This is an optimization exercise on Yosys and OpenROAD, whose aim is small area, not a production implementation.
No run shown here included a check of the RTL's function; only the layout flow was run.
Power and IR drop assume default switching activity.

[flow/design.v]
module inc_cond_mppt (
    input wire clk,
    input wire reset,
    input wire start,
    input wire [15:0] voltage_in,
    input wire [15:0] current_in,
    output wire [15:0] duty_cycle,
    output reg mpp_found,
    output wire [15:0] power_out
);
    reg [7:0] duty_hi;    
    reg       duty_mid;   
    reg       duty_lo;    
    assign duty_cycle = {2'b00, duty_hi, {5{duty_mid}}, duty_lo};
    reg calc, upd;
    reg [15:0] v_prev, i_prev;
    always @(posedge clk) begin
        v_prev <= voltage_in;
        i_prev <= current_in;
    end
    wire i_eq = current_in == i_prev;
    wire i_gt = current_in > i_prev;
    wire v_eq = voltage_in == v_prev;
    wire v_gt = voltage_in > v_prev;
    wire up = v_eq ? i_gt : (i_gt == v_gt);
    wire hi_max = &duty_hi;
    wire dn_sat = (duty_hi[7:1] == 7'd0) & (duty_hi[0] ? ~duty_lo : 1'b1);
    always @(posedge clk or posedge reset) begin
        if (reset) begin
            calc <= 1'b0;
            upd <= 1'b0;
            duty_hi <= 8'h80;
            duty_mid <= 1'b0;
            duty_lo <= 1'b0;
            mpp_found <= 1'b0;
        end else begin
            calc <= ~calc & ~upd & start;
            upd <= calc;
            if (calc) begin
                mpp_found <= i_eq;
                if (!i_eq) begin
                    if (up) begin
                        if (hi_max) begin
                            duty_mid <= 1'b1;
                            duty_lo <= 1'b1;
                        end else begin
                            duty_hi <= duty_hi + 8'd1;
                        end
                    end else begin
                        if (dn_sat) begin
                            duty_hi <= 8'd0;
                            duty_mid <= 1'b0;
                            duty_lo <= 1'b1;
                        end else begin
                            duty_hi <= duty_hi - 8'd1;
                        end
                    end
                end
            end
        end
    end
    mul24 u_mul (.a(voltage_in), .b(current_in), .p(power_out));
endmodule
module mfa(input a, input b, input c, output s, output co);
  assign {co, s} = a + b + c;
endmodule
module mul24(input [15:0] a, input [15:0] b, output [15:0] p);
  wire [255:0] n;
  genvar gi, gj;
  generate for (gi = 0; gi < 16; gi = gi + 1) begin : g_pp
    for (gj = 0; gj < 16; gj = gj + 1) begin : g_ppj
      assign n[16*gi+gj] = ~(a[gi] & b[gj]);
    end
  end endgenerate
  wire s1, c2;
  assign s1 = ~(n[17] ^ n[2]);
  assign c2 = n[17] | n[2];
  wire s3, c4;
  mfa f4 (.a(n[18]), .b(n[33]), .c(n[3]), .s(s3), .co(c4));
  wire s5, c6;
  assign s5 = ~(n[48] ^ c2);
  assign c6 = n[48] | c2;
  wire s7, c8;
  mfa f8 (.a(n[19]), .b(n[34]), .c(n[49]), .s(s7), .co(c8));
  wire s9, c10;
  mfa f10 (.a(n[4]), .b(n[64]), .c(c4), .s(s9), .co(c10));
  wire s11, c12;
  assign s11 = ~(c6 ^ s7);
  assign c12 = c6 | s7;
  wire s13, c14;
  mfa f14 (.a(n[20]), .b(n[35]), .c(n[50]), .s(s13), .co(c14));
  wire s15, c16;
  mfa f16 (.a(n[5]), .b(n[65]), .c(n[80]), .s(s15), .co(c16));
  wire s17, c18;
  mfa f18 (.a(c8), .b(s13), .c(s15), .s(s17), .co(c18));
  wire s19, c20;
  assign s19 = ~(c12 ^ c10);
  assign c20 = c12 | c10;
  wire s21, c22;
  mfa f22 (.a(n[21]), .b(n[36]), .c(n[51]), .s(s21), .co(c22));
  wire s23, c24;
  mfa f24 (.a(n[66]), .b(n[6]), .c(n[81]), .s(s23), .co(c24));
  wire s25, c26;
  mfa f26 (.a(n[96]), .b(c14), .c(c16), .s(s25), .co(c26));
  wire s27, c28;
  mfa f28 (.a(s21), .b(s23), .c(c18), .s(s27), .co(c28));
  wire s29, c30;
  assign s29 = ~(s25 ^ c20);
  assign c30 = s25 | c20;
  wire s31, c32;
  mfa f32 (.a(n[112]), .b(n[22]), .c(n[37]), .s(s31), .co(c32));
  wire s33, c34;
  mfa f34 (.a(n[52]), .b(n[67]), .c(n[7]), .s(s33), .co(c34));
  wire s35, c36;
  mfa f36 (.a(n[82]), .b(n[97]), .c(c22), .s(s35), .co(c36));
  wire s37, c38;
  mfa f38 (.a(c24), .b(s31), .c(s33), .s(s37), .co(c38));
  wire s39, c40;
  mfa f40 (.a(c26), .b(s35), .c(s37), .s(s39), .co(c40));
  wire s41, c42;
  assign s41 = ~(c28 ^ c30);
  assign c42 = c28 | c30;
  wire s43, c44;
  mfa f44 (.a(n[113]), .b(n[128]), .c(n[23]), .s(s43), .co(c44));
  wire s45, c46;
  mfa f46 (.a(n[38]), .b(n[53]), .c(n[68]), .s(s45), .co(c46));
  wire s47, c48;
  mfa f48 (.a(n[83]), .b(n[8]), .c(n[98]), .s(s47), .co(c48));
  wire s49, c50;
  mfa f50 (.a(c32), .b(c34), .c(s43), .s(s49), .co(c50));
  wire s51, c52;
  mfa f52 (.a(s45), .b(s47), .c(c36), .s(s51), .co(c52));
  wire s53, c54;
  mfa f54 (.a(c38), .b(s49), .c(s51), .s(s53), .co(c54));
  wire s55, c56;
  assign s55 = ~(c40 ^ c42);
  assign c56 = c40 | c42;
  wire s57, c58;
  mfa f58 (.a(n[114]), .b(n[129]), .c(n[144]), .s(s57), .co(c58));
  wire s59, c60;
  mfa f60 (.a(n[24]), .b(n[39]), .c(n[54]), .s(s59), .co(c60));
  wire s61, c62;
  mfa f62 (.a(n[69]), .b(n[84]), .c(n[99]), .s(s61), .co(c62));
  wire s63, c64;
  mfa f64 (.a(n[9]), .b(c44), .c(c46), .s(s63), .co(c64));
  wire s65, c66;
  mfa f66 (.a(c48), .b(s57), .c(s59), .s(s65), .co(c66));
  wire s67, c68;
  mfa f68 (.a(s61), .b(c50), .c(s63), .s(s67), .co(c68));
  wire s69, c70;
  mfa f70 (.a(s65), .b(c52), .c(s67), .s(s69), .co(c70));
  wire s71, c72;
  assign s71 = ~(c54 ^ c56);
  assign c72 = c54 | c56;
  wire s73, c74;
  mfa f74 (.a(n[100]), .b(n[10]), .c(n[115]), .s(s73), .co(c74));
  wire s75, c76;
  mfa f76 (.a(n[130]), .b(n[145]), .c(n[160]), .s(s75), .co(c76));
  wire s77, c78;
  mfa f78 (.a(n[25]), .b(n[40]), .c(n[55]), .s(s77), .co(c78));
  wire s79, c80;
  mfa f80 (.a(n[70]), .b(n[85]), .c(c58), .s(s79), .co(c80));
  wire s81, c82;
  mfa f82 (.a(c60), .b(c62), .c(s73), .s(s81), .co(c82));
  wire s83, c84;
  mfa f84 (.a(s75), .b(s77), .c(c64), .s(s83), .co(c84));
  wire s85, c86;
  mfa f86 (.a(c66), .b(s79), .c(s81), .s(s85), .co(c86));
  wire s87, c88;
  mfa f88 (.a(c68), .b(s83), .c(s85), .s(s87), .co(c88));
  wire s89, c90;
  assign s89 = ~(c70 ^ s87);
  assign c90 = c70 | s87;
  wire s91, c92;
  mfa f92 (.a(n[101]), .b(n[116]), .c(n[11]), .s(s91), .co(c92));
  wire s93, c94;
  mfa f94 (.a(n[131]), .b(n[146]), .c(n[161]), .s(s93), .co(c94));
  wire s95, c96;
  mfa f96 (.a(n[176]), .b(n[26]), .c(n[41]), .s(s95), .co(c96));
  wire s97, c98;
  mfa f98 (.a(n[56]), .b(n[71]), .c(n[86]), .s(s97), .co(c98));
  wire s99, c100;
  mfa f100 (.a(c74), .b(c76), .c(c78), .s(s99), .co(c100));
  wire s101, c102;
  mfa f102 (.a(s91), .b(s93), .c(s95), .s(s101), .co(c102));
  wire s103, c104;
  mfa f104 (.a(s97), .b(c80), .c(c82), .s(s103), .co(c104));
  wire s105, c106;
  mfa f106 (.a(s99), .b(s101), .c(c84), .s(s105), .co(c106));
  wire s107, c108;
  mfa f108 (.a(c86), .b(s103), .c(s105), .s(s107), .co(c108));
  wire s109, c110;
  assign s109 = ~(c88 ^ c90);
  assign c110 = c88 | c90;
  wire s111, c112;
  mfa f112 (.a(n[102]), .b(n[117]), .c(n[12]), .s(s111), .co(c112));
  wire s113, c114;
  mfa f114 (.a(n[132]), .b(n[147]), .c(n[162]), .s(s113), .co(c114));
  wire s115, c116;
  mfa f116 (.a(n[177]), .b(n[192]), .c(n[27]), .s(s115), .co(c116));
  wire s117, c118;
  mfa f118 (.a(n[42]), .b(n[57]), .c(n[72]), .s(s117), .co(c118));
  wire s119, c120;
  mfa f120 (.a(n[87]), .b(c92), .c(c94), .s(s119), .co(c120));
  wire s121, c122;
  mfa f122 (.a(c96), .b(c98), .c(s111), .s(s121), .co(c122));
  wire s123, c124;
  mfa f124 (.a(s113), .b(s115), .c(s117), .s(s123), .co(c124));
  wire s125, c126;
  mfa f126 (.a(c100), .b(c102), .c(s119), .s(s125), .co(c126));
  wire s127, c128;
  mfa f128 (.a(s121), .b(s123), .c(c104), .s(s127), .co(c128));
  wire s129, c130;
  mfa f130 (.a(s125), .b(c106), .c(s127), .s(s129), .co(c130));
  wire s131, c132;
  assign s131 = ~(c108 ^ s129);
  assign c132 = c108 | s129;
  wire s133, c134;
  mfa f134 (.a(n[103]), .b(n[118]), .c(n[133]), .s(s133), .co(c134));
  wire s135, c136;
  mfa f136 (.a(n[13]), .b(n[148]), .c(n[163]), .s(s135), .co(c136));
  wire s137, c138;
  mfa f138 (.a(n[178]), .b(n[193]), .c(n[208]), .s(s137), .co(c138));
  wire s139, c140;
  mfa f140 (.a(n[28]), .b(n[43]), .c(n[58]), .s(s139), .co(c140));
  wire s141, c142;
  mfa f142 (.a(n[73]), .b(n[88]), .c(c112), .s(s141), .co(c142));
  wire s143, c144;
  mfa f144 (.a(c114), .b(c116), .c(c118), .s(s143), .co(c144));
  wire s145, c146;
  mfa f146 (.a(s133), .b(s135), .c(s137), .s(s145), .co(c146));
  wire s147, c148;
  mfa f148 (.a(s139), .b(c120), .c(c122), .s(s147), .co(c148));
  wire s149, c150;
  mfa f150 (.a(c124), .b(s141), .c(s143), .s(s149), .co(c150));
  wire s151, c152;
  mfa f152 (.a(s145), .b(c126), .c(s147), .s(s151), .co(c152));
  wire s153, c154;
  mfa f154 (.a(s149), .b(c128), .c(s151), .s(s153), .co(c154));
  wire s155, c156;
  assign s155 = ~(c130 ^ s153);
  assign c156 = c130 | s153;
  wire s157, c158;
  mfa f158 (.a(n[104]), .b(n[119]), .c(n[134]), .s(s157), .co(c158));
  wire s159, c160;
  mfa f160 (.a(n[149]), .b(n[14]), .c(n[164]), .s(s159), .co(c160));
  wire s161, c162;
  mfa f162 (.a(n[179]), .b(n[194]), .c(n[209]), .s(s161), .co(c162));
  wire s163, c164;
  mfa f164 (.a(n[224]), .b(n[29]), .c(n[44]), .s(s163), .co(c164));
  wire s165, c166;
  mfa f166 (.a(n[59]), .b(n[74]), .c(n[89]), .s(s165), .co(c166));
  wire s167, c168;
  mfa f168 (.a(c134), .b(c136), .c(c138), .s(s167), .co(c168));
  wire s169, c170;
  mfa f170 (.a(c140), .b(s157), .c(s159), .s(s169), .co(c170));
  wire s171, c172;
  mfa f172 (.a(s161), .b(s163), .c(s165), .s(s171), .co(c172));
  wire s173, c174;
  mfa f174 (.a(c142), .b(c144), .c(c146), .s(s173), .co(c174));
  wire s175, c176;
  mfa f176 (.a(s167), .b(s169), .c(s171), .s(s175), .co(c176));
  wire s177, c178;
  mfa f178 (.a(c148), .b(c150), .c(s173), .s(s177), .co(c178));
  wire s179, c180;
  mfa f180 (.a(s175), .b(c152), .c(s177), .s(s179), .co(c180));
  wire s181, c182;
  assign s181 = ~(c154 ^ s179);
  assign c182 = c154 | s179;
  wire s183, c184;
  mfa f184 (.a(n[105]), .b(n[120]), .c(n[135]), .s(s183), .co(c184));
  wire s185, c186;
  mfa f186 (.a(n[150]), .b(n[15]), .c(n[165]), .s(s185), .co(c186));
  wire s187, c188;
  mfa f188 (.a(n[180]), .b(n[195]), .c(n[210]), .s(s187), .co(c188));
  wire s189, c190;
  mfa f190 (.a(n[225]), .b(n[240]), .c(n[30]), .s(s189), .co(c190));
  wire s191, c192;
  mfa f192 (.a(n[45]), .b(n[60]), .c(n[75]), .s(s191), .co(c192));
  wire s193, c194;
  mfa f194 (.a(n[90]), .b(c158), .c(c160), .s(s193), .co(c194));
  wire s195, c196;
  mfa f196 (.a(c162), .b(c164), .c(c166), .s(s195), .co(c196));
  wire s197, c198;
  mfa f198 (.a(s183), .b(s185), .c(s187), .s(s197), .co(c198));
  wire s199, c200;
  mfa f200 (.a(s189), .b(s191), .c(c168), .s(s199), .co(c200));
  wire s201, c202;
  mfa f202 (.a(c170), .b(c172), .c(s193), .s(s201), .co(c202));
  wire s203, c204;
  mfa f204 (.a(s195), .b(s197), .c(c174), .s(s203), .co(c204));
  wire s205, c206;
  mfa f206 (.a(s199), .b(c176), .c(s201), .s(s205), .co(c206));
  wire s207, c208;
  mfa f208 (.a(c178), .b(s203), .c(s205), .s(s207), .co(c208));
  wire s209, c210;
  assign s209 = ~(c180 ^ s207);
  assign c210 = c180 | s207;
  wire s211, c212;
  mfa f212 (.a(n[106]), .b(n[121]), .c(n[136]), .s(s211), .co(c212));
  wire s213, c214;
  mfa f214 (.a(n[151]), .b(n[166]), .c(n[181]), .s(s213), .co(c214));
  wire s215, c216;
  mfa f216 (.a(n[196]), .b(n[211]), .c(n[226]), .s(s215), .co(c216));
  wire s217, c218;
  mfa f218 (.a(n[241]), .b(n[31]), .c(n[46]), .s(s217), .co(c218));
  wire s219, c220;
  mfa f220 (.a(n[61]), .b(n[76]), .c(n[91]), .s(s219), .co(c220));
  wire s221, c222;
  mfa f222 (.a(c184), .b(c186), .c(c188), .s(s221), .co(c222));
  wire s223, c224;
  mfa f224 (.a(c190), .b(c192), .c(s211), .s(s223), .co(c224));
  wire s225, c226;
  mfa f226 (.a(s213), .b(s215), .c(s217), .s(s225), .co(c226));
  wire s227, c228;
  mfa f228 (.a(s219), .b(c194), .c(c196), .s(s227), .co(c228));
  wire s229, c230;
  mfa f230 (.a(c198), .b(s221), .c(s223), .s(s229), .co(c230));
  wire s231, c232;
  mfa f232 (.a(s225), .b(c200), .c(c202), .s(s231), .co(c232));
  wire s233, c234;
  mfa f234 (.a(s227), .b(s229), .c(c204), .s(s233), .co(c234));
  wire s235, c236;
  mfa f236 (.a(c206), .b(s231), .c(s233), .s(s235), .co(c236));
  wire s237, c238;
  assign s237 = ~(c208 ^ c210);
  assign c238 = c208 | c210;
  wire s239, c240;
  mfa f240 (.a(n[107]), .b(n[122]), .c(n[137]), .s(s239), .co(c240));
  wire s241, c242;
  mfa f242 (.a(n[152]), .b(n[167]), .c(n[182]), .s(s241), .co(c242));
  wire s243, c244;
  mfa f244 (.a(n[197]), .b(n[212]), .c(n[227]), .s(s243), .co(c244));
  wire s245, c246;
  mfa f246 (.a(n[242]), .b(n[47]), .c(n[62]), .s(s245), .co(c246));
  wire s247, c248;
  mfa f248 (.a(n[77]), .b(n[92]), .c(c212), .s(s247), .co(c248));
  wire s249, c250;
  mfa f250 (.a(c214), .b(c216), .c(c218), .s(s249), .co(c250));
  wire s251, c252;
  mfa f252 (.a(c220), .b(s239), .c(s241), .s(s251), .co(c252));
  wire s253, c254;
  mfa f254 (.a(s243), .b(s245), .c(c222), .s(s253), .co(c254));
  wire s255, c256;
  mfa f256 (.a(c224), .b(c226), .c(s247), .s(s255), .co(c256));
  wire s257, c258;
  mfa f258 (.a(s249), .b(s251), .c(c228), .s(s257), .co(c258));
  wire s259, c260;
  mfa f260 (.a(s253), .b(c230), .c(s255), .s(s259), .co(c260));
  wire s261, c262;
  mfa f262 (.a(c232), .b(s257), .c(s259), .s(s261), .co(c262));
  wire s263, c264;
  mfa f264 (.a(c234), .b(s261), .c(c236), .s(s263), .co(c264));
  wire s265, c266;
  mfa f266 (.a(n[108]), .b(n[123]), .c(n[138]), .s(s265), .co(c266));
  wire s267, c268;
  mfa f268 (.a(n[153]), .b(n[168]), .c(n[183]), .s(s267), .co(c268));
  wire s269, c270;
  mfa f270 (.a(n[198]), .b(n[213]), .c(n[228]), .s(s269), .co(c270));
  wire s271, c272;
  mfa f272 (.a(n[243]), .b(n[63]), .c(n[78]), .s(s271), .co(c272));
  wire s273, c274;
  mfa f274 (.a(n[93]), .b(c240), .c(c242), .s(s273), .co(c274));
  wire s275, c276;
  mfa f276 (.a(c244), .b(c246), .c(s265), .s(s275), .co(c276));
  wire s277, c278;
  mfa f278 (.a(s267), .b(s269), .c(s271), .s(s277), .co(c278));
  wire s279, c280;
  mfa f280 (.a(c248), .b(c250), .c(c252), .s(s279), .co(c280));
  wire s281, c282;
  mfa f282 (.a(s273), .b(s275), .c(s277), .s(s281), .co(c282));
  wire s283, c284;
  mfa f284 (.a(c254), .b(c256), .c(s279), .s(s283), .co(c284));
  wire s285, c286;
  mfa f286 (.a(s281), .b(c258), .c(c260), .s(s285), .co(c286));
  wire s287, c288;
  mfa f288 (.a(s283), .b(c262), .c(s285), .s(s287), .co(c288));
  wire s289, c290;
  mfa f290 (.a(n[109]), .b(n[124]), .c(n[139]), .s(s289), .co(c290));
  wire s291, c292;
  mfa f292 (.a(n[154]), .b(n[169]), .c(n[184]), .s(s291), .co(c292));
  wire s293, c294;
  mfa f294 (.a(n[199]), .b(n[214]), .c(n[229]), .s(s293), .co(c294));
  wire s295, c296;
  mfa f296 (.a(n[244]), .b(n[79]), .c(n[94]), .s(s295), .co(c296));
  wire s297, c298;
  mfa f298 (.a(c266), .b(c268), .c(c270), .s(s297), .co(c298));
  wire s299, c300;
  mfa f300 (.a(c272), .b(s289), .c(s291), .s(s299), .co(c300));
  wire s301, c302;
  mfa f302 (.a(s293), .b(s295), .c(c274), .s(s301), .co(c302));
  wire s303, c304;
  mfa f304 (.a(c276), .b(c278), .c(s297), .s(s303), .co(c304));
  wire s305, c306;
  mfa f306 (.a(s299), .b(c280), .c(s301), .s(s305), .co(c306));
  wire s307, c308;
  mfa f308 (.a(c282), .b(s303), .c(c284), .s(s307), .co(c308));
  wire s309, c310;
  mfa f310 (.a(s305), .b(c286), .c(s307), .s(s309), .co(c310));
  wire s311, c312;
  mfa f312 (.a(n[110]), .b(n[125]), .c(n[140]), .s(s311), .co(c312));
  wire s313, c314;
  mfa f314 (.a(n[155]), .b(n[170]), .c(n[185]), .s(s313), .co(c314));
  wire s315, c316;
  mfa f316 (.a(n[200]), .b(n[215]), .c(n[230]), .s(s315), .co(c316));
  wire s317, c318;
  mfa f318 (.a(n[245]), .b(n[95]), .c(c290), .s(s317), .co(c318));
  wire s319, c320;
  mfa f320 (.a(c292), .b(c294), .c(c296), .s(s319), .co(c320));
  wire s321, c322;
  mfa f322 (.a(s311), .b(s313), .c(s315), .s(s321), .co(c322));
  wire s323, c324;
  mfa f324 (.a(c298), .b(c300), .c(s317), .s(s323), .co(c324));
  wire s325, c326;
  mfa f326 (.a(s319), .b(s321), .c(c302), .s(s325), .co(c326));
  wire s327, c328;
  mfa f328 (.a(c304), .b(s323), .c(c306), .s(s327), .co(c328));
  wire s329, c330;
  mfa f330 (.a(s325), .b(c308), .c(s327), .s(s329), .co(c330));
  wire s331, c332;
  mfa f332 (.a(n[111]), .b(n[126]), .c(n[141]), .s(s331), .co(c332));
  wire s333, c334;
  mfa f334 (.a(n[156]), .b(n[171]), .c(n[186]), .s(s333), .co(c334));
  wire s335, c336;
  mfa f336 (.a(n[201]), .b(n[216]), .c(n[231]), .s(s335), .co(c336));
  wire s337, c338;
  mfa f338 (.a(n[246]), .b(c312), .c(c314), .s(s337), .co(c338));
  wire s339, c340;
  mfa f340 (.a(c316), .b(s331), .c(s333), .s(s339), .co(c340));
  wire s341, c342;
  mfa f342 (.a(s335), .b(c318), .c(c320), .s(s341), .co(c342));
  wire s343, c344;
  mfa f344 (.a(c322), .b(s337), .c(s339), .s(s343), .co(c344));
  wire s345, c346;
  mfa f346 (.a(c324), .b(s341), .c(s343), .s(s345), .co(c346));
  wire s347, c348;
  mfa f348 (.a(c326), .b(s345), .c(c328), .s(s347), .co(c348));
  wire s349, c350;
  mfa f350 (.a(n[127]), .b(n[142]), .c(n[157]), .s(s349), .co(c350));
  wire s351, c352;
  mfa f352 (.a(n[172]), .b(n[187]), .c(n[202]), .s(s351), .co(c352));
  wire s353, c354;
  mfa f354 (.a(n[217]), .b(n[232]), .c(n[247]), .s(s353), .co(c354));
  wire s355, c356;
  mfa f356 (.a(c332), .b(c334), .c(c336), .s(s355), .co(c356));
  wire s357, c358;
  mfa f358 (.a(s349), .b(s351), .c(s353), .s(s357), .co(c358));
  wire s359, c360;
  mfa f360 (.a(c338), .b(c340), .c(s355), .s(s359), .co(c360));
  wire s361, c362;
  mfa f362 (.a(s357), .b(c342), .c(c344), .s(s361), .co(c362));
  wire s363, c364;
  mfa f364 (.a(s359), .b(c346), .c(s361), .s(s363), .co(c364));
  wire s365, c366;
  mfa f366 (.a(n[143]), .b(n[158]), .c(n[173]), .s(s365), .co(c366));
  wire s367, c368;
  mfa f368 (.a(n[188]), .b(n[203]), .c(n[218]), .s(s367), .co(c368));
  wire s369, c370;
  mfa f370 (.a(n[233]), .b(n[248]), .c(c350), .s(s369), .co(c370));
  wire s371, c372;
  mfa f372 (.a(c352), .b(c354), .c(s365), .s(s371), .co(c372));
  wire s373, c374;
  mfa f374 (.a(s367), .b(c356), .c(c358), .s(s373), .co(c374));
  wire s375, c376;
  mfa f376 (.a(s369), .b(s371), .c(c360), .s(s375), .co(c376));
  wire s377, c378;
  mfa f378 (.a(s373), .b(c362), .c(s375), .s(s377), .co(c378));
  wire [23:0] rx = {c364, s363, c330, c310, c288, s287, c238, s235, c182, c156, c132, c110, s107, c72, s69, s53, s39, s29, s17, s11, s3, n[32], n[16], n[0]};
  wire [23:0] ry = {s377, c348, s347, s329, s309, c264, s263, s237, s209, s181, s155, s131, s109, s89, s71, s55, s41, s27, s19, s9, s5, s1, n[1], 1'b1};
  wire [8:0] lc;
  assign lc[0] = 1'b1;
  genvar gk;
  generate for (gk = 0; gk < 8; gk = gk + 1) begin : g_lc
    assign lc[gk+1] = (rx[gk] & ry[gk]) | (lc[gk] & (rx[gk] | ry[gk]));
  end endgenerate
  wire [15:0] g0 = rx[23:8] & ry[23:8];
  wire [15:0] p0 = rx[23:8] ^ ry[23:8];
  wire pg379 = g0[0] | (p0[0] & lc[8]);
  wire pp380 = p0[0] & 1'b0;
  wire pg381 = g0[2] | (p0[2] & g0[1]);
  wire pp382 = p0[2] & p0[1];
  wire pg383 = g0[4] | (p0[4] & g0[3]);
  wire pp384 = p0[4] & p0[3];
  wire pg385 = g0[6] | (p0[6] & g0[5]);
  wire pp386 = p0[6] & p0[5];
  wire pg387 = g0[8] | (p0[8] & g0[7]);
  wire pp388 = p0[8] & p0[7];
  wire pg389 = g0[10] | (p0[10] & g0[9]);
  wire pp390 = p0[10] & p0[9];
  wire pg391 = g0[12] | (p0[12] & g0[11]);
  wire pp392 = p0[12] & p0[11];
  wire pg393 = g0[14] | (p0[14] & g0[13]);
  wire pp394 = p0[14] & p0[13];
  wire pg395 = pg381 | (pp382 & pg379);
  wire pp396 = pp382 & pp380;
  wire pg397 = pg385 | (pp386 & pg383);
  wire pp398 = pp386 & pp384;
  wire pg399 = pg389 | (pp390 & pg387);
  wire pp400 = pp390 & pp388;
  wire pg401 = pg393 | (pp394 & pg391);
  wire pp402 = pp394 & pp392;
  wire pg403 = pg397 | (pp398 & pg395);
  wire pp404 = pp398 & pp396;
  wire pg405 = pg401 | (pp402 & pg399);
  wire pp406 = pp402 & pp400;
  wire pg407 = pg405 | (pp406 & pg403);
  wire pp408 = pp406 & pp404;
  wire pg409 = pg399 | (pp400 & pg403);
  wire pp410 = pp400 & pp404;
  wire pg411 = pg383 | (pp384 & pg395);
  wire pp412 = pp384 & pp396;
  wire pg413 = pg387 | (pp388 & pg403);
  wire pp414 = pp388 & pp404;
  wire pg415 = pg391 | (pp392 & pg409);
  wire pp416 = pp392 & pp410;
  wire pg417 = g0[1] | (p0[1] & pg379);
  wire pp418 = p0[1] & pp380;
  wire pg419 = g0[3] | (p0[3] & pg395);
  wire pp420 = p0[3] & pp396;
  wire pg421 = g0[5] | (p0[5] & pg411);
  wire pp422 = p0[5] & pp412;
  wire pg423 = g0[7] | (p0[7] & pg403);
  wire pp424 = p0[7] & pp404;
  wire pg425 = g0[9] | (p0[9] & pg413);
  wire pp426 = p0[9] & pp414;
  wire pg427 = g0[11] | (p0[11] & pg409);
  wire pp428 = p0[11] & pp410;
  wire pg429 = g0[13] | (p0[13] & pg415);
  wire pp430 = p0[13] & pp416;
  wire pg431 = g0[15] | (p0[15] & pg407);
  wire pp432 = p0[15] & pp408;
  wire [15:0] hc = {pg407, pg429, pg415, pg427, pg409, pg425, pg413, pg423, pg403, pg421, pg411, pg419, pg395, pg417, pg379, lc[8]};
  assign p = ~(p0 ^ hc);
endmodule
[flow/flow/run.sh]
#!/bin/bash
# Layout flow: the standard ORFS flow, except that
#  - the adder cells mfa/mha of the RTL are mapped straight onto the
#    sky130 full/half adder cells (map.py), and Yosys's own full-adder
#    extraction is off (the design's adders are already explicit),
#  - ABC uses an area-oriented mapping script (abc.script),
#  - port buffers use the smallest buffer cell.
# Each tool's output goes to a log in this folder (make.log, orfs/logs/).
set -euo pipefail
W=$(pwd)
F=$W/flow
python3 $F/map.py $W/design.v $W/design_mapped.v
sed "s#^\(\s*\)log_cmd abc {\*}\$abc_args#\1log_cmd abc {*}[lreplace \$abc_args 1 1 $F/abc.script]#" \
  $FLOW_HOME/scripts/synth.tcl > $W/flow_synth.tcl
grep -q "lreplace" $W/flow_synth.tcl
sed "s#source \$::env(SCRIPTS_DIR)/synth.tcl#source $W/flow_synth.tcl#" $W/synth_recipe.tcl > $W/flow_synth_recipe.tcl
grep -q "flow_synth.tcl" $W/flow_synth_recipe.tcl
sed "s#^export VERILOG_FILES = .*#export VERILOG_FILES = $W/design_mapped.v#" $W/config.mk > $W/flow_config.mk
source $F/settings.sh
make -C $FLOW_HOME DESIGN_CONFIG=$W/flow_config.mk WORK_HOME=$W/orfs CLKGATE_MAP_FILE= \
  SYNTH_SCRIPT=$W/flow_synth_recipe.tcl ADDER_MAP_FILE= \
  "${MAKE_ARGS[@]}" finish > $W/make.log 2>&1
: # left out here: write the final layout as DEF
[flow/flow/abc.script]
strash
&get -n
&fraig -x
&put
scorr
dc2
strash
&get -n
&dch -f
&nf
&put
topo
stime -c
[flow/flow/map.py]
#!/usr/bin/env python3
# Replace the bodies of the adder modules mfa/mha with sky130 cells.
import re, sys
src = open(sys.argv[1]).read()
cells = {
    'mfa': "  sky130_fd_sc_hd__fa_1 u (.A(a), .B(b), .CIN(c), .SUM(s), .COUT(co));\n",
    'mha': "  sky130_fd_sc_hd__ha_1 u (.A(a), .B(b), .SUM(s), .COUT(co));\n",
}
def rep(m):
    name, ports = m.group(1), m.group(2)
    if name in cells:
        return f"module {name}({ports});\n{cells[name]}endmodule"
    return m.group(0)
out = re.sub(r"module\s+(\w+)\s*\(([^;]*?)\);(.*?)endmodule", rep, src, flags=re.S)
open(sys.argv[2], 'w').write(out)
[flow/flow/settings.sh]
MAKE_ARGS=(CAP_MARGIN=20 CORE_MARGIN=2 CORE_UTILIZATION=40 SLEW_MARGIN=20
  "BUFFER_PORTS_ARGS=-buffer_cell sky130_fd_sc_hd__buf_1")
[flow/standard.sh]
#!/bin/bash
# synth_recipe.tcl (not shown) runs the flow's synth.tcl, then flattens the netlist and writes it again
# the make line also repeats each setting of config.mk as NAME=value (left out here)
make -C /OpenROAD-flow-scripts/flow DESIGN_CONFIG=/design/flow/config.mk WORK_HOME=/design/flow/orfs CLKGATE_MAP_FILE= SYNTH_SCRIPT=/design/flow/synth_recipe.tcl "${@:-finish}"
[flow/config.mk]
export PLATFORM = sky130hd
export DESIGN_NAME = inc_cond_mppt
export DESIGN_NICKNAME = inc_cond_mppt
export VERILOG_FILES = /design/flow/design.v
export SDC_FILE = /design/flow/constraint.sdc
export NUM_CORES = 4
export LEC_CHECK = 0
export CAP_MARGIN = 20
export CORE_MARGIN = 2
export CORE_UTILIZATION = 40
export SLEW_MARGIN = 20
[flow/constraint.sdc]
create_clock -name core_clock -period 10.0 [get_ports {clk}]
set_input_delay 2.0000 -clock core_clock [delete_from_list [all_inputs] [get_ports {clk}]]
set_output_delay 2.0000 -clock core_clock [all_outputs]
set_load 0.01 [all_outputs]
==> flow_summary.json, run 1 <==
{
  "startpoint_type": "input port",
  "die_height_um": 137,
  "via_count": 5607,
  "yosysWarnings": 1,
  "hold_path_class": "flip-flop to flip-flop",
  "htreeDepth": 2,
  "synth.area.top_cells": "fa_1 (49%), nand2_1 (13%), dfxtp_1 (9.0%)",
  "final_nets": 1052,
  "path_delay_family": "adder cells",
  "dieArea_um2": 18800,
  "cts.clk_slew.worst_paths_ns": 0.06,
  "synth_cells": 734,
  "slew_headroom_pct": 37.9,
  "clockBufferDepth": 2,
  "cp-end-kind": "primary output",
  "gp_congestion": 0.852,
  "clock_latency_ns": 0.28,
  "slew_viol_final": 0,
  "vdd_ir_drop_max_mv": 0.285,
  "grt_pass1_vias": 5708,
  "drcViolationCount": 0,
  "synth-seq-cells": 45,
  "finalSetupTns_ns": 0,
  "power.leakage_nw": 2.85,
  "dr.pass1.iters": 5,
  "drv_cap": 0,
  "ys.flop_type": "dfxtp_1",
  "final_min_period_over_clock_period_pct": 95.2,
  "arrival_ns": 7.52,
  "final_antenna_net_count": 0,
  "power_w": 0.00285,
  "finalCriticalPeriod_ns": 9.52,
  "grt_start_max_net_pins": 21,
  "status": "no timing/DRC/antenna violations",
  "path_cells": "clkbuf_2 > buf_4 > nand2_1 > fa_1 > fa_1 > fa_1 > fa_1 > fa_1 > xnor2_1 > or3_1 > nand2_1 > a21o_1 > a21oi_2 > o21bai_1 > a21oi_1 > o21ai_0 > a21o_1 > a21oi_2 > o21ai_0 > nand2_1 > a21oi_1 > o21ai_0 > xnor2_1 > buf_1",
  "critPathRequiredTime_ns": 8.00,
  "gr-total-overflow": 0,
  "path_buf_inv": 3,
  "yosysTopAreaCell": "fa_1",
  "initial_core_util_pct": 40.9,
  "hold_viol": 0,
  "synth_top_cell_area_share_pct": 49.0,
  "finClkSkew_ns": 0.00492,
  "grt.total_usage_pct": 20.2,
  "io-pin-count": 68,
  "synth_area_per_cell_um2": 9.68,
  "crit_type": "input port to primary output",
  "root_buffer": "clkbuf_16",
  "drive_gt1_share_pct": 7.94,
  "synth-async-reset-ratio_pct": 28.9,
  "io_buffers": 65,
  "cp_max_fo": 12,
  "post-dp-hpwl_um": 14700,
  "cts_sinks": 45,
  "areaGrowthSynthToFinish_pct": 14.3,
  "setup_viol": 0,
  "drt_iter0_drc": 292,
  "synth.most_common_cell": "nand2_1",
  "critPathMostFrequentCell": "fa_1",
  "synth_cell_types": 51,
  "grt_pass1_wl_um": 29400,
  "diodes": 0,
  "worstMarginPinSlew_ns": 0.929,
  "cts_tree": "yes",
  "coreArea_um2": 17400,
  "core.rowCount": 48,
  "max_stage_delay_ns": 0.54,
  "p_per_area_nw_per_um2": 351,
  "drt-total-wl_um": 18200,
  "yosysSeqAreaShare_pct": 13.6,
  "cts_buffers": 5,
  "slowest_stage": "fa_1",
  "die_w_um": 137,
  "fmax_mhz": 105,
  "hold_buffers": 0,
  "grt_antenna_before_repair": 0,
  "synth_edf_count": 0,
  "via_per_inst": 5.25,
  "ys_top_cells_by_count": "nand2_1 (251), fa_1 (174), dfxtp_1 (32), clkinv_1 (28), xnor2_1 (28)",
  "syn_area_um2": 7100,
  "wl_per_cell_um": 17.1
}
[sequential cells by signal, summed over array words and instances, names as in the netlist]
register   cells
i_prev        16
v_prev        16
duty_hi        8
calc           1
duty_lo        1
duty_mid       1
mpp_found      1
upd            1
[where the power goes]
group          switching (W)  internal (W)  total (W)
Sequential         0.0000420      0.000210   0.000252
Combinational        0.00137       0.00106    0.00243
Clock              0.0000627     0.0000996   0.000162
[timing repair]
| item | 4_1_cts | 5_1_grt |
|---|---|---|
| buffers inserted | 0 | 0 |
| endpoints found under the setup margin | 0 | 3 |
| gates resized for setup | 0 | 19 |
[cell families (layout without fill, tap and decap cells)]
logic type | after synthesis | count (layout) | synth area share, %
flip-flops | 45 | 45 | 13.6
multiplexers | 1 | 1 | 0.159
adder cells (fa/ha/maj) | 185 | 185 | 50.6
other | 1 | 2 | 0.0528
XOR/XNOR | 42 | 42 | 5.18
buffers and inverters | 36 | 145 | 2.33
AND/OR/NAND/NOR | 352 | 352 | 21.1
AO/OA/AOI/OAI | 72 | 72 | 6.99
[placed cells by master (no fill, tap or decap), types with 3 or more instances in the layout]
cell       synthesis  layout
nor4_1             6       3
nor4_2             0       3
o21bai_1           3       3
o221ai_1           3       3
clkbuf_2           0      10
and2_0             6       6
o22ai_1            6       6
or3_1              7       7
buf_1              0      55
dfrtp_1           12      12
maj3_1            11      11
nand2_1          251     251
nor3b_1            3       3
o21ai_0           14      14
nand4_1            3       3
nand3_1            8       8
clkbuf_16          0       5
buf_6              0       3
fa_1             174     174
xnor2_1           28      27
o32a_1             3       3
a21oi_1           15      13
xor2_1            14      14
nor2_1            27      27
buf_4              8      40
clkinv_1          28      28
nor2b_1           14      14
and3_1             3       3
dfxtp_1           32      32
nand2b_1          15      15
nor3_1             6       6
[path summary, 6_finish.rpt]
path	endpoint	slack (ns)	cells past startpoint	from
setup reg to reg	duty_hi[5]$_DFFE_PP0P_	5.55	16	v_prev[0]$_DFF_P_
setup / recovery	power_out[15]	0.48	24	voltage_in[2]
max in group asynchronous	duty_hi[7]$_DFFE_PP1P_	8.05	2	reset
min in group asynchronous	mpp_found$_DFFE_PP0P_	1.65	2	reset
hold reg to reg	calc$_DFF_PP0_	0.41	1	upd$_DFF_PP0_
hold / removal	calc$_DFF_PP0_	0.41	1	upd$_DFF_PP0_
[per-layer routing]
layer	wire (um)	global-route usage (%)	vias to the layer above
met1	8000	28.7	2822
met4	274	3.32	0
li1	-	-	2575
met3	1080	2.76	19
met5	0	0	-
met2	8890	33.7	191
[layout make-up]
class | instances | area, um2
Clock buffer | 8 | 146
Fill cell | 1690 | 9240
Inverter | 28 | 105
Multi-Input combinational cell | 654 | 6010
Sequential cell | 45 | 967
Tap cell | 225 | 282
Timing Repair Buffer | 109 | 611
[through the flow]
stage / hold slack [ns] / std cells / cell area (um2) / setup slack (ns) / utilization, %
after floorplan: 0.382 / 735 / 7110 / 1.24 / -
after global placement: 0.386 / 1061 / 7920 / 0.203 / 45.6
after detailed placement: 0.416 / 1061 / 7920 / 0.105 / 45.6
after CTS: 0.411 / 1069 / 8060 / 0.0812 / 46.4
after global routing: 0.431 / 1069 / 8120 / -0.0169 / 46.8
final: 0.405 / 1069 / 8120 / 0.481 / 46.8
[worst reg2reg max path: cells and delay by family (launching register included)]
kind,cells,cell delay (ns)
AOI/OAI and AO/OA,6,0.91
xor gates and xnor gates,1,0.59
adders and majority gates,3,1.08
DFF,1,0.31
and+or+nand+nor,6,1.46
==> run 2, diff against run 1 <==
==> flow/flow/settings.sh (replaced) <==
MAKE_ARGS=(CAP_MARGIN=20 CORE_MARGIN=2 CORE_UTILIZATION=40 SLEW_MARGIN=20
"BUFFER_PORTS_ARGS=-buffer_cell sky130_fd_sc_hd__buf_2"
)
==> flow_summary.json, run 2 <==
{
  "cts.clk_slew.worst_paths_ns": 0.06,
  "place_area_um2": 7800,
  "htreeDepth": 2,
  "root_buffer": "clkbuf_16",
  "worstMarginPinSlew_ns": 0.906,
  "holdWs_ns": 0.398,
  "num-fill-cells": 1664,
  "synth.most_common_cell": "nand2_1",
  "slew_viol_final": 0,
  "post_cts_buffers": 0,
  "path_delay_family": "adder cells",
  "critPathRequiredTime_ns": 8.00,
  "syn_area_um2": 7100,
  "coreArea_um2": 17400,
  "dr_wl_met2_um": 9050,
  "cp_max_fo": 11,
  "hold_viol": 0,
  "maxUsedRoutingLayer": "met4",
  "ys.flop_type": "dfxtp_1",
  "cts_sinks": 45,
  "clkPwrFrac_pct": 5.6,
  "p_per_area_nw_per_um2": 359,
  "fmax_mhz": 106,
  "power.leakage_nw": 2.88,
  "final_min_period_over_clock_period_pct": 94.4,
  "max_stage_delay_ns": 0.53,
  "yosysTopAreaCell": "fa_1",
  "grt_antenna_before_repair": 0,
  "postLayoutCoreUtil_pct": 46.1,
  "slowest_stage": "fa_1",
  "final_nets": 1028,
  "cp-end-kind": "primary output",
  "final_antenna_net_count": 0,
  "wl_met1_um": 7920,
  "clockBufferDepth": 2,
  "synth_area_per_cell_um2": 9.68,
  "grt_start_max_net_pins": 21,
  "critPathMostFrequentCell": "fa_1",
  "yosysWarnings": 1,
  "register_area_um2": 967,
  "slew_headroom_pct": 39.5,
  "gr-total-overflow": 0,
  "synth-seq-cells": 45,
  "power_w": 0.00287,
  "drv_cap": 0,
  "initial_core_util_pct": 40.9,
  "wl_per_cell_um": 17.8,
  "p_int_w": 0.00144,
  "areaGrowthSynthToFinish_pct": 12.6,
  "gp_congestion": 0.852,
  "final_cell_area_um2": 8000,
  "via_per_inst": 5.31,
  "cts_tree": "yes",
  "arrival_ns": 7.44,
  "io_buffers": 65,
  "core.rowCount": 48,
  "drcViolationCount": 0,
  "synth_edf_count": 0,
  "path_buf_inv": 3,
  "post-dp-hpwl_um": 14500,
  "p_seq_share_pct": 8.7,
  "clock_latency_ns": 0.28,
  "synth_top_cell_area_share_pct": 49.0,
  "drt_iter0_drc": 285,
  "path_cells": "buf_2 > buf_4 > nand2_1 > fa_1 > fa_1 > fa_1 > fa_1 > fa_1 > xnor2_1 > o21ai_0 > nand2_1 > a21o_1 > a21oi_2 > o21bai_2 > a21oi_1 > o21ai_1 > a21o_1 > a21oi_2 > o21ai_0 > nand2_1 > a21oi_1 > o21ai_0 > xnor2_1 > buf_2",
  "dieArea_um2": 18800,
  "cts_buffers": 5,
  "synth.area.top_cells": "fa_1 (49%), nand2_1 (13%), dfxtp_1 (9.0%)",
  "layout_common_cells": "nand2_1 (251), fa_1 (174), buf_2 (55)",
  "grt_pass1_vias": 5841,
  "startpoint_type": "input port",
  "io-pin-count": 68,
  "finalCriticalPeriod_ns": 9.44,
  "yosysSeqAreaShare_pct": 13.6,
  "power_frac_comb_pct": 85.7,
  "synth_cells": 734,
  "multi_input_area_um2": 6000,
  "die_height_um": 137,
  "rsz0062_at_grt": "no",
  "finalSetupTns_ns": 0,
  "drt-total-wl_um": 18600,
  "largest_registers": "i_prev: 16 flops, v_prev: 16 flops, duty_hi: 8 flops",
  "switching_share_pct": 49.9,
  "die_w_um": 137,
  "synth-async-reset-ratio_pct": 28.9,
  "finClkSkew_ns": 0.00411,
  "crit_type": "input port to primary output",
  "hold_path_class": "flip-flop to flip-flop",
  "status": "no timing/DRC/antenna violations",
  "grt.total_usage_pct": 21.0,
  "grt_pass1_wl_um": 30400,
  "via_count": 5549,
  "setup_viol": 0,
  "ys_top_cells_by_count": "nand2_1 (251), fa_1 (174), dfxtp_1 (32), clkinv_1 (28), xnor2_1 (28)",
  "dr.pass1.iters": 5,
  "synth_cell_types": 51,
  "drive_gt1_share_pct": 12.0,
  "route.met3.wl_um": 1270,
  "layout_commonest_cell": "nand2_1",
  "vdd_ir_drop_max_mv": 0.369,
  "switching_power_w": 0.00143,
  "diodes": 0
}
[run 2: cell counts after synthesis]
No cell type changed its count.
[run 2: repair_timing]
item / CTS / global route
setup endpoints to repair: 0 / 3
gates resized for setup: 0 / 17
hold buffers: 0 / 0
[run 2: worst paths after layout]
check,from,to,slack [ns],cells after the start
min in group asynchronous,reset,duty_mid$_DFFE_PP0P_,1.67,2
max in group asynchronous,reset,duty_hi[7]$_DFFE_PP1P_,8.04,2
setup / recovery,current_in[7],power_out[15],0.56,24
setup reg to reg,v_prev[0]$_DFF_P_,duty_hi[5]$_DFFE_PP0P_,5.66,16
hold reg to reg,upd$_DFF_PP0_,calc$_DFF_PP0_,0.40,1
hold / removal,upd$_DFF_PP0_,calc$_DFF_PP0_,0.40,1
[run 2: cell type report]
| class | count | share of cell area (%) |
|---|---|---|
| Clock buffer | 6 | 1.61 |
| Clock inverter | 2 | 0.172 |
| Inverter | 28 | 1.31 |
| Multi-Input combinational cell | 654 | 75.0 |
| Sequential cell | 45 | 12.1 |
| Tap cell | 225 | 3.52 |
| Timing Repair Buffer | 85 | 6.26 |
[run 2: routing by layer]
| metal | global-route usage, % | vias up |
|---|---|---|
| li1 | - | 2524 |
| met1 | 29.0 | 2803 |
| met5 | 0 | - |
| met3 | 4.67 | 26 |
| met2 | 34.0 | 196 |
| met4 | 4.87 | 0 |
[run 2: kinds of logic after synthesis]
logic type / after synthesis / share of synthesized area, %
AOI/OAI and AO/OA: 72 / 6.99
xor gates and xnor gates: 42 / 5.18
adders and majority gates: 185 / 50.6
buffers and inverters: 36 / 2.33
DFF: 45 / 13.6
muxes: 1 / 0.159
other: 1 / 0.0528
and+or+nand+nor: 352 / 21.1
[run 2: power groups by stage]
stage                     combinational (W)  sequential [W]  clock [W]
after floorplan                     0.00172        0.000254          0
after CTS                           0.00247        0.000251   0.000163
final                               0.00246        0.000251   0.000160
after global placement              0.00244        0.000253          0
after global routing                0.00281        0.000258   0.000172
after detailed placement            0.00246        0.000253          0
[run 2: per-stage QoR]
stage	setup slack, ns	cells
4_1_cts	0.151	1045
3_3_place_gp	0.295	1037
5_1_grt	0.0195	1045
3_5_place_dp	0.181	1037
6_report	0.555	1045
2_1_floorplan	1.24	735
==> run 3, diff against run 2 <==
--- a/flow/design.v
+++ b/flow/design.v
@@ -19,12 +19,20 @@
         i_prev <= current_in;
     end
     wire i_eq = current_in == i_prev;
-    wire i_gt = current_in > i_prev;
-    wire v_eq = voltage_in == v_prev;
-    wire v_gt = voltage_in > v_prev;
-    wire up = v_eq ? i_gt : (i_gt == v_gt);
-    wire hi_max = &duty_hi;
-    wire dn_sat = (duty_hi[7:1] == 7'd0) & (duty_hi[0] ? ~duty_lo : 1'b1);
+    wire i_ge = current_in >= i_prev;
+    wire v_ge = voltage_in >= v_prev;
+    wire up = ~(i_ge ^ v_ge);
+    wire step = calc & ~i_eq;
+    wire [7:0] m = ~(duty_hi ^ {8{up}});
+    wire [8:0] t;
+    assign t[0] = 1'b1;
+    genvar k;
+    generate for (k = 0; k < 8; k = k + 1) begin : g_t
+        assign t[k+1] = t[k] & m[k];
+    end endgenerate
+    wire sat = t[8];                        
+    wire lo_zero = (duty_hi == 8'd1) & ~duty_lo;  
+    wire set_l = sat | (~up & lo_zero);
     always @(posedge clk or posedge reset) begin
         if (reset) begin
             calc <= 1'b0;
@@ -36,26 +44,13 @@
         end else begin
             calc <= ~calc & ~upd & start;
             upd <= calc;
-            if (calc) begin
+            if (calc)
                 mpp_found <= i_eq;
-                if (!i_eq) begin
-                    if (up) begin
-                        if (hi_max) begin
-                            duty_mid <= 1'b1;
-                            duty_lo <= 1'b1;
-                        end else begin
-                            duty_hi <= duty_hi + 8'd1;
-                        end
-                    end else begin
-                        if (dn_sat) begin
-                            duty_hi <= 8'd0;
-                            duty_mid <= 1'b0;
-                            duty_lo <= 1'b1;
-                        end else begin
-                            duty_hi <= duty_hi - 8'd1;
-                        end
-                    end
-                end
+            if (step & ~sat)
+                duty_hi <= duty_hi ^ t[7:0];
+            if (step & set_l) begin
+                duty_mid <= up;
+                duty_lo <= 1'b1;
             end
         end
     end
==> flow/flow/settings.sh (replaced) <==
MAKE_ARGS=(CAP_MARGIN=20 CORE_MARGIN=2 CORE_UTILIZATION=40 SLEW_MARGIN=20
"BUFFER_PORTS_ARGS=-buffer_cell sky130_fd_sc_hd__buf_2"
"CTS_BUF_LIST=sky130_fd_sc_hd__clkbuf_8"
"MIN_BUF_CELL_AND_PORTS=sky130_fd_sc_hd__buf_1 A X"
"GPL_TIMING_DRIVEN=0"
)
==> flow_summary.json, run 3 <==
{
  "place_area_um2": 7580,
  "drt-total-wl_um": 17500,
  "synth_area_per_cell_um2": 9.77,
  "drt_iter0_drc": 329,
  "via_per_inst": 5.32,
  "hold_depth": 1,
  "grt_pass1_vias": 5654,
  "via_count": 5380,
  "dr.pass1.iters": 5,
  "hold_path_class": "flip-flop to flip-flop",
  "finClkSkew_ns": 0.00422,
  "multi_input_area_um2": 5900,
  "pre_cts_slack_ns": -0.0392,
  "core.rowCount": 48,
  "setup_viol": 0,
  "synthXorXnorAreaFrac_pct": 5.91,
  "die_height_um": 136,
  "fmax_mhz": 105,
  "synth.area.top_cells": "fa_1 (50%), nand2_1 (13%), dfxtp_1 (9.2%)",
  "initial_core_util_pct": 40.6,
  "ys_top_cells_by_count": "nand2_1 (249), fa_1 (174), dfxtp_1 (32), clkinv_1 (27), xnor2_1 (26)",
  "worstHoldStart": "upd$_DFF_PP0_",
  "coreArea_um2": 17200,
  "slew_viol_final": 0,
  "wl_per_cell_um": 17.3,
  "setup_slack_ns": 0.495,
  "synth_compound_area_share_pct": 5.40,
  "grt_antenna_before_repair": 0,
  "drive_gt1_share_pct": 9.78,
  "yosys.area_share.simple_pct": 20.8,
  "post-dp-hpwl_um": 12500,
  "areaGrowthSynthToFinish_pct": 11.1,
  "hold_buffers": 0,
  "synth_fa_ha_area_share_pct": 51.4,
  "reg2reg_to": "duty_hi[3]$_DFFE_PP0P_",
  "synth_edf_count": 0,
  "crit_type": "input port to primary output",
  "finalCriticalPeriod_ns": 9.51,
  "die_w_um": 136,
  "arrival_ns": 7.51,
  "grt.total_usage_pct": 20.0,
  "slowest_stage": "fa_1",
  "drcViolationCount": 0,
  "num-fill-cells": 1647,
  "rrSetupSlack_ns": 5.27,
  "fin_cells": 1012,
  "diodes": 0,
  "grt_pass1_wl_um": 28800,
  "critPathMostFrequentCell": "fa_1",
  "synth-seq-cells": 45,
  "final_antenna_net_count": 0,
  "layout_common_cells": "nand2_1 (249), fa_1 (174), buf_2 (47)",
  "io-pin-count": 68,
  "clock_latency_ns": 0.30,
  "syn_area_um2": 6970,
  "clockBufferDepth": 2,
  "startpoint_type": "input port",
  "synth_top_cell_area_share_pct": 50.0,
  "path_cells": "buf_2 > nand2_1 > fa_1 > fa_1 > fa_1 > fa_1 > or3_1 > nand2_1 > xnor2_1 > a21oi_1 > o21bai_1 > a21o_1 > a21oi_1 > o21bai_1 > a21oi_1 > o21ai_2 > a21oi_2 > o21bai_1 > a21boi_1 > o21ai_1 > a31oi_1 > xnor2_1 > buf_2",
  "final_nets": 995,
  "hold_viol": 0,
  "timing.rr.start": "v_prev[0]$_DFF_P_",
  "whs_endpoint": "calc$_DFF_PP0_",
  "cp-end-kind": "primary output",
  "post_cts_buffers": 0,
  "synth_cell_types": 45,
  "synth_top_family_by_area": "adder cells",
  "gr-total-overflow": 0,
  "muxShareOfSynthArea_pct": 0.646,
  "worstMarginPinSlew_ns": 0.799,
  "vdd_ir_drop_max_mv": 0.351,
  "htreeDepth": 2,
  "gp_congestion": 0.808,
  "root_buffer": "clkbuf_8",
  "final_min_period_over_clock_period_pct": 95.1,
  "r2r_cells": 20,
  "cts_buffers": 5,
  "synth_cells": 713,
  "status": "no timing/DRC/antenna violations",
  "max_stage_delay_ns": 0.56,
  "layout_commonest_cell": "nand2_1",
  "final_cell_area_um2": 7740,
  "ys.flop_type": "dfxtp_1",
  "slew_headroom_pct": 46.6,
  "cts_sinks": 45,
  "power.leakage_nw": 2.81,
  "synth.most_common_cell": "nand2_1",
  "yosysTopAreaCell": "fa_1",
  "cp_max_fo": 17,
  "grt_start_max_net_pins": 22,
  "synth-async-reset-ratio_pct": 28.9,
  "cts.clk_slew.worst_paths_ns": 0.08,
  "critPathRequiredTime_ns": 8.00,
  "yosysWarnings": 1,
  "yosysSeqAreaShare_pct": 13.9,
  "largest_registers": "i_prev: 16 flops, v_prev: 16 flops, duty_hi: 8 flops",
  "drv_cap": 0,
  "io_buffers": 65,
  "register_area_um2": 967,
  "p_per_area_nw_per_um2": 353,
  "post-place-cells": 1004,
  "dieArea_um2": 18500,
  "power_w": 0.00273,
  "cts_tree": "yes"
}
-- run 3: logic make-up after synthesis --
kind of cell    count (synthesis)
compound gates                 59
xor+xnor                       47
fa+ha+maj                     184
buf+inv                        35
flops                          45
mux                             4
other cells                     1
simple gates                  338
-- run 3: worst max-delay path by stage --
| stage | startpoint | depth (start not counted) | end | slack, ns |
|---|---|---|---|---|
| finish | voltage_in[9] | 23 | power_out[15] | 0.49 |
| global route | current_in[4] | 25 | power_out[15] | -0.01 |
| CTS | voltage_in[2] | 25 | power_out[15] | 0.01 |
| detailed placement | current_in[4] | 25 | power_out[15] | -0.04 |
| global placement | current_in[4] | 25 | power_out[15] | 0.01 |
| floorplan | voltage_in[7] | 21 | power_out[15] | 1.24 |
-- run 3: through the flow --
step | setup TNS (ns) | utilization, % | hold WS, ns
floorplan | 0 | - | 0.383
global placement | 0 | 44.1 | 0.390
detailed placement | -0.0392 | 44.1 | 0.399
CTS | 0 | 44.7 | 0.415
global route | -0.0142 | 45.1 | 0.427
finish | 0 | 45.1 | 0.406
-- run 3: timing repair --
item / in CTS / in global routing
gates resized for setup: 4 / 23
pin swaps: 0 / 0
endpoints found under the setup margin: 2 / 4
-- run 3: critical path: cells and delay by family --
family	cells	cell delay [ns]
and+or+nand+nor	3	0.68
adders and majority gates	4	1.93
AOI/OAI and AO/OA	12	2.15
buffers and inverters	2	0.51
xor gates and xnor gates	2	0.22
-- run 3: layout make-up --
class	instances	share of cell area (%)
Buffer	8	0.388
Clock inverter	2	0.0970
Tap cell	225	3.64
Inverter	27	1.31
Clock buffer	6	1.07
Multi-Input combinational cell	634	76.2
Timing Repair Buffer	65	4.78
Sequential cell	45	12.5
-- run 3: layer usage --
| metal | track usage [%] | wire, um | share of wire [%] |
|---|---|---|---|
| met1 | 27.8 | 7610 | 43 |
| met3 | 2.91 | 1050 | 6.0 |
| met5 | 0 | 0 | 0 |
| met4 | 5.09 | 295 | 1.7 |
| met2 | 33.1 | 8530 | 49 |
-- run 3: power by group --
part / total, W / switching (W) / internal (W)
Sequential: 0.000233 / 0.0000263 / 0.000207
Clock: 0.000112 / 0.0000581 / 0.0000543
Combinational: 0.00239 / 0.00130 / 0.00108
==> run 4, diff against run 3 <==
==> flow/flow/settings.sh (replaced) <==
MAKE_ARGS=(CAP_MARGIN=20 CORE_MARGIN=2 CORE_UTILIZATION=40 SLEW_MARGIN=20
"BUFFER_PORTS_ARGS=-buffer_cell sky130_fd_sc_hd__buf_2"
"CTS_BUF_LIST=sky130_fd_sc_hd__clkbuf_8"
"MIN_BUF_CELL_AND_PORTS=sky130_fd_sc_hd__buf_1 A X"
)
==> flow_summary.json, run 4 <==
{
  "initial_core_util_pct": 40.6,
  "layout_common_cells": "nand2_1 (249), fa_1 (174), buf_2 (59)",
  "p_seq_share_pct": 8.5,
  "power_frac_comb_pct": 87.3,
  "largest_registers": "i_prev: 16 flops, v_prev: 16 flops, duty_hi: 8 flops",
  "slew_headroom_pct": 35.9,
  "dr.pass1.iters": 5,
  "final_antenna_net_count": 0,
  "htreeDepth": 2,
  "critPathRequiredTime_ns": 8.00,
  "timing.rr.start": "v_prev[0]$_DFF_P_",
  "status": "no timing/DRC/antenna violations",
  "p_int_w": 0.00137,
  "dr_wl_met2_um": 8540,
  "coreArea_um2": 17200,
  "r2r_cells": 20,
  "rsz0062_at_grt": "no",
  "grt_antenna_before_repair": 0,
  "startpoint_type": "input port",
  "wl_per_cell_um": 17.4,
  "post-dp-hpwl_um": 14200,
  "switching_share_pct": 50.1,
  "finClkSkew_ns": 0.0106,
  "synth_edf_count": 0,
  "synth-async-reset-ratio_pct": 28.9,
  "diodes": 0,
  "rrSetupSlack_ns": 5.11,
  "grt.total_usage_pct": 20.3,
  "io-pin-count": 68,
  "power.leakage_nw": 2.87,
  "core.rowCount": 48,
  "die_w_um": 136,
  "final_cell_area_um2": 7820,
  "cts_sinks": 45,
  "switching_power_w": 0.00137,
  "path_buf_inv": 2,
  "worstHoldStart": "upd$_DFF_PP0_",
  "synth_cells": 713,
  "grt_pass1_vias": 5693,
  "syn_area_um2": 6970,
  "drt-total-wl_um": 17800,
  "vdd_ir_drop_max_mv": 0.297,
  "hold_path_class": "flip-flop to flip-flop",
  "clkPwrFrac_pct": 4.2,
  "finalSetupTns_ns": 0,
  "cp-end-kind": "primary output",
  "synth_cell_types": 45,
  "synth_area_per_cell_um2": 9.77,
  "drv_cap": 0,
  "ys.flop_type": "dfxtp_1",
  "worstMarginPinSlew_ns": 0.959,
  "final_nets": 1006,
  "drive_gt1_share_pct": 12.0,
  "gr-total-overflow": 0,
  "grt_pass1_wl_um": 29300,
  "hold_buffers": 0,
  "slew_viol_final": 0,
  "drt_iter0_drc": 320,
  "maxUsedRoutingLayer": "met4",
  "grt_start_max_net_pins": 21,
  "path_delay_family": "compound AO/OA/AOI/OAI gates",
  "hold_depth": 1,
  "gp_congestion": 0.833,
  "whs_endpoint": "calc$_DFF_PP0_",
  "drcViolationCount": 0,
  "finalCriticalPeriod_ns": 9.49,
  "p_per_area_nw_per_um2": 351,
  "via_count": 5424,
  "yosysWarnings": 1,
  "cp_max_fo": 18,
  "yosysTopAreaCell": "fa_1",
  "setup_viol": 0,
  "wl_met1_um": 7960,
  "post_cts_buffers": 0,
  "synth_top_cell_area_share_pct": 50.0,
  "cts_tree": "yes",
  "ys_top_cells_by_count": "nand2_1 (249), fa_1 (174), dfxtp_1 (32), clkinv_1 (27), xnor2_1 (26)",
  "slowest_stage": "fa_1",
  "dieArea_um2": 18500,
  "synth.most_common_cell": "nand2_1",
  "cts_buffers": 5,
  "fmax_mhz": 105,
  "root_buffer": "clkbuf_8",
  "max_stage_delay_ns": 0.49,
  "clock_latency_ns": 0.29,
  "hold_viol": 0,
  "yosysSeqAreaShare_pct": 13.9,
  "crit_type": "input port to primary output",
  "via_per_inst": 5.30,
  "synth-seq-cells": 45,
  "critPathMostFrequentCell": "a21oi_1",
  "io_buffers": 65,
  "areaGrowthSynthToFinish_pct": 12.2,
  "die_height_um": 136,
  "cts.clk_slew.worst_paths_ns": 0.09,
  "arrival_ns": 7.49,
  "layout_commonest_cell": "nand2_1",
  "place_area_um2": 7690,
  "clockBufferDepth": 2,
  "route.met3.wl_um": 954,
  "synth.area.top_cells": "fa_1 (50%), nand2_1 (13%), dfxtp_1 (9.2%)",
  "final_min_period_over_clock_period_pct": 94.9,
  "reg2reg_to": "duty_hi[3]$_DFFE_PP0P_"
}
[run 4: cell counts after synthesis]
Identical to the previous run, type by type.
[run 4: routing by layer]
layer  vias to the layer above  global-route usage [%]
li1                       2428                       -
met1                      2778                    29.1
met2                       190                    33.2
met3                        28                    2.76
met4                         0                    4.22
met5                         -                       0
[run 4: through the flow]
stage	utilization (%)	hold slack, ns	power [W]	cells	setup WS (ns)
6_report	45.5	0.414	0.00275	1023	0.512
5_1_grt	45.5	0.426	0.00312	1023	0.00246
4_1_cts	45.3	0.419	0.00277	1023	0.104
3_5_place_dp	44.8	0.398	0.00265	1015	0.116
3_3_place_gp	44.8	0.388	0.00263	1015	0.300
2_1_floorplan	-	0.383	0.00194	714	1.24
[run 4: worst reg2reg max path, stage by stage (launching register included)]
cell	delay, ns
dfxtp_1	0.31
nand2b_1	0.05
maj3_1	0.36
a21oi_1	0.12
o2bb2ai_1	0.09
maj3_1	0.35
maj3_1	0.35
o21ai_0	0.08
o221ai_1	0.14
a31oi_1	0.17
o21ai_0	0.12
a21oi_1	0.19
xor2_1	0.78
nand2_1	0.17
mux2_1	0.35
nor2_1	0.17
nand3_1	0.11
o21ai_0	0.42
or2_0	0.24
a21oi_1	0.07
xor2_1	0.14
[run 4: worst max-delay path by stage]
stage,to,startpoint,depth (start not counted),slack [ns]
floorplan,power_out[15],voltage_in[7],21,1.24
global placement,power_out[15],voltage_in[1],25,0.30
detailed placement,power_out[15],voltage_in[1],25,0.12
CTS,power_out[15],voltage_in[1],25,0.10
global route,power_out[15],voltage_in[0],25,0.002
finish,power_out[15],voltage_in[4],25,0.51
[run 4: power groups by stage]
stage / Clock, W / Combinational [W] / Sequential [W]
after floorplan: 0 / 0.00169 / 0.000241
after global placement: 0 / 0.00240 / 0.000238
after detailed placement: 0 / 0.00241 / 0.000238
after CTS: 0.000121 / 0.00242 / 0.000234
after global routing: 0.000129 / 0.00275 / 0.000239
final: 0.000116 / 0.00240 / 0.000234
[run 4: area by class of cell]
class                   instances  area, um2
repair buffers                 84        483
flip-flops and latches         45        967
clock inverters                 2       13.8
well taps                     225        282
multi-input cells             634       5890
inverters                      27        101
fillers                      1689       9360
clock buffers                   6       82.6
[run 4: kinds of logic after synthesis]
| family | after synthesis | share of synthesized area [%] |
|---|---|---|
| buf+inv | 35 | 1.89 |
| mux | 4 | 0.646 |
| fa+ha+maj | 184 | 51.4 |
| other cells | 1 | 0.0538 |
| flops | 45 | 13.9 |
| simple gates | 338 | 20.8 |
| xor+xnor | 47 | 5.91 |
| compound gates | 59 | 5.40 |
[run 4: repair_timing]
item	CTS	global route
setup endpoints to repair	0	3
endpoints found under the hold margin	0	0
gates resized for setup	0	12
==> run 5, diff against run 4 <==
==> flow/flow/place_pre.tcl (new file) <==
# Buffer every input and output port (as the standard flow does), with a
# buffer cell sized for each side: inputs drive many loads, outputs one pin.
buffer_ports -inputs -buffer_cell sky130_fd_sc_hd__buf_2
buffer_ports -outputs -buffer_cell sky130_fd_sc_hd__buf_1
==> flow/flow/settings.sh (replaced) <==
MAKE_ARGS=(CAP_MARGIN=20 CORE_MARGIN=2 CORE_UTILIZATION=40 SLEW_MARGIN=20
DONT_BUFFER_PORTS=1 PRE_GLOBAL_PLACE_TCL=$F/place_pre.tcl
"MIN_BUF_CELL_AND_PORTS=sky130_fd_sc_hd__buf_1 A X"
"GPL_TIMING_DRIVEN=0"
"CTS_BUF_LIST=sky130_fd_sc_hd__clkbuf_8"
)
==> flow_summary.json, run 5 <==
{
  "status": "no timing/DRC/antenna violations",
  "grt_start_max_net_pins": 22,
  "fmax_mhz": 105,
  "slew_headroom_pct": 45.9,
  "holdWs_ns": 0.401,
  "postCtsResizedCells": 4,
  "drcViolationCount": 0,
  "path_delay_family": "compound AO/OA/AOI/OAI gates",
  "timing.rr.start": "v_prev[0]$_DFF_P_",
  "via_count": 5368,
  "cp_max_fo": 18,
  "post-dp-hpwl_um": 12700,
  "initial_core_util_pct": 40.6,
  "worstHoldStart": "upd$_DFF_PP0_",
  "worstMarginPinSlew_ns": 0.809,
  "via_per_inst": 5.30,
  "synth.most_common_cell": "nand2_1",
  "grt_pass1_wl_um": 28500,
  "synth_top_cell_area_share_pct": 50.0,
  "synth_cell_types": 45,
  "yosysWarnings": 1,
  "finClkSkew_ns": 0.00476,
  "drv_cap": 0,
  "grt_antenna_before_repair": 0,
  "areaGrowthSynthToFinish_pct": 10.4,
  "ys_top_cells_by_count": "nand2_1 (249), fa_1 (174), dfxtp_1 (32), clkinv_1 (27), xnor2_1 (26)",
  "final_min_period_over_clock_period_pct": 95.2,
  "synth-async-reset-ratio_pct": 28.9,
  "die_w_um": 136,
  "wl_per_cell_um": 17.1,
  "synth_area_per_cell_um2": 9.77,
  "vdd_ir_drop_max_mv": 0.325,
  "io_buffers": 65,
  "htreeDepth": 2,
  "r2r_cells": 20,
  "hold_viol": 0,
  "gp_congestion": 0.807,
  "power.leakage_nw": 2.70,
  "critPathRequiredTime_ns": 8.00,
  "ys.flop_type": "dfxtp_1",
  "register_area_um2": 967,
  "cts_buffers": 5,
  "grt.total_usage_pct": 19.9,
  "drt-total-wl_um": 17300,
  "dieArea_um2": 18500,
  "hold_buffers": 0,
  "drive_gt1_share_pct": 5.84,
  "io-pin-count": 68,
  "final_antenna_net_count": 0,
  "layout_common_cells": "nand2_1 (249), fa_1 (174), buf_1 (39)",
  "whs_endpoint": "calc$_DFF_PP0_",
  "diodes": 0,
  "cts_tree": "yes",
  "multi_input_area_um2": 5890,
  "hold_path_class": "flip-flop to flip-flop",
  "p_per_area_nw_per_um2": 343,
  "postLayoutCoreUtil_pct": 44.8,
  "syn_area_um2": 6970,
  "final_nets": 995,
  "synth_cells": 713,
  "slew_viol_final": 0,
  "cts.clk_slew.worst_paths_ns": 0.08,
  "cts_sinks": 45,
  "rrSetupSlack_ns": 5.31,
  "setup_viol": 0,
  "grt_pass1_vias": 5650,
  "slowest_stage": "fa_1",
  "clockBufferDepth": 2,
  "post_cts_buffers": 0,
  "coreArea_um2": 17200,
  "layout_commonest_cell": "nand2_1"
}
run 5: cell counts after synthesis:
No cell type changed its count.
run 5: cell type report:
cell class                      count  share of cell area [%]
Sequential cell                    45                    12.6
Buffer                              8                   0.390
Timing Repair Buffer               65                    4.37
Inverter                           27                    1.32
Multi-Input combinational cell    634                    76.6
Clock buffer                        5                   0.894
Tap cell                          225                    3.66
Clock inverter                      3                   0.179
run 5: through the flow:
step	std cells	power [W]	setup TNS (ns)	instance area, um2	setup WS [ns]
2_1_floorplan	714	0.00194	0	6970	1.24
3_3_place_gp	1004	0.00251	-0.00728	7540	-0.00728
3_5_place_dp	1004	0.00254	-0.0244	7540	-0.0244
4_1_cts	1012	0.00265	0	7630	0.00505
5_1_grt	1012	0.00298	-0.00956	7690	-0.00956
6_report	1012	0.00264	0	7690	0.480
run 5: power breakdown:
| part | internal, W | leakage (nW) | total, W | switching, W |
|---|---|---|---|---|
| clock | 0.0000474 | 0.0491 | 0.000106 | 0.0000588 |
| combinational | 0.000975 | 2.23 | 0.00230 | 0.00132 |
| sequential | 0.000207 | 0.429 | 0.000234 | 0.0000272 |
run 5: cells by family (layout without fill, tap and decap cells):
family	Yosys count	count (layout)	synth area share (%)
AO/OA/AOI/OAI	59	59	5.40
XOR/XNOR	47	47	5.91
adder cells (fa/ha/maj)	184	184	51.4
buffers and inverters	35	108	1.89
flip-flops	45	45	13.9
multiplexers	4	4	0.646
other	1	2	0.0538
AND/OR/NAND/NOR	338	338	20.8
run 5: metal layers:
layer,vias up,part of all wire [%],track usage [%]
met5,-,0,0
li1,2404,-,-
met1,2747,43,27.8
met2,201,49,33.6
met3,16,6.8,2.68
met4,0,0.92,3.53
run 5: worst max-delay path by stage:
| stage | startpoint | end | slack [ns] | depth (start not counted) |
|---|---|---|---|---|
| after floorplan | voltage_in[7] | power_out[15] | 1.24 | 21 |
| after global placement | current_in[4] | power_out[15] | -0.007 | 25 |
| after detailed placement | current_in[4] | power_out[15] | -0.02 | 25 |
| after CTS | voltage_in[4] | power_out[15] | 0.005 | 25 |
| after global routing | current_in[2] | power_out[15] | -0.01 | 23 |
| final | voltage_in[5] | power_out[15] | 0.48 | 23 |
run 5: worst reg2reg max path, cell delays in order (launching register included):
cell and delay, ns:
dfxtp_1 0.31, nand2b_1 0.05, maj3_1 0.35, a21oi_1 0.13, o2bb2ai_1 0.09, maj3_1 0.36
maj3_1 0.35, o21ai_0 0.08, o221ai_1 0.13, a31oi_1 0.14, o21ai_0 0.11, a21oi_1 0.20
xor2_1 0.67, nand2_1 0.15, mux2_1 0.34, nor2_1 0.16, nand3_1 0.11, o21ai_0 0.40
or2_0 0.23, a21oi_1 0.07, xor2_1 0.14

Re-timed with assumed drivers on the ports (clkbuf_16 on the clock, buf_2 on other inputs), run 5 has 0.453 ns of setup slack against 0.480 ns with ideal ports, and 0.453 ns once port delays also move by the mid clock arrival of 0.322 ns.
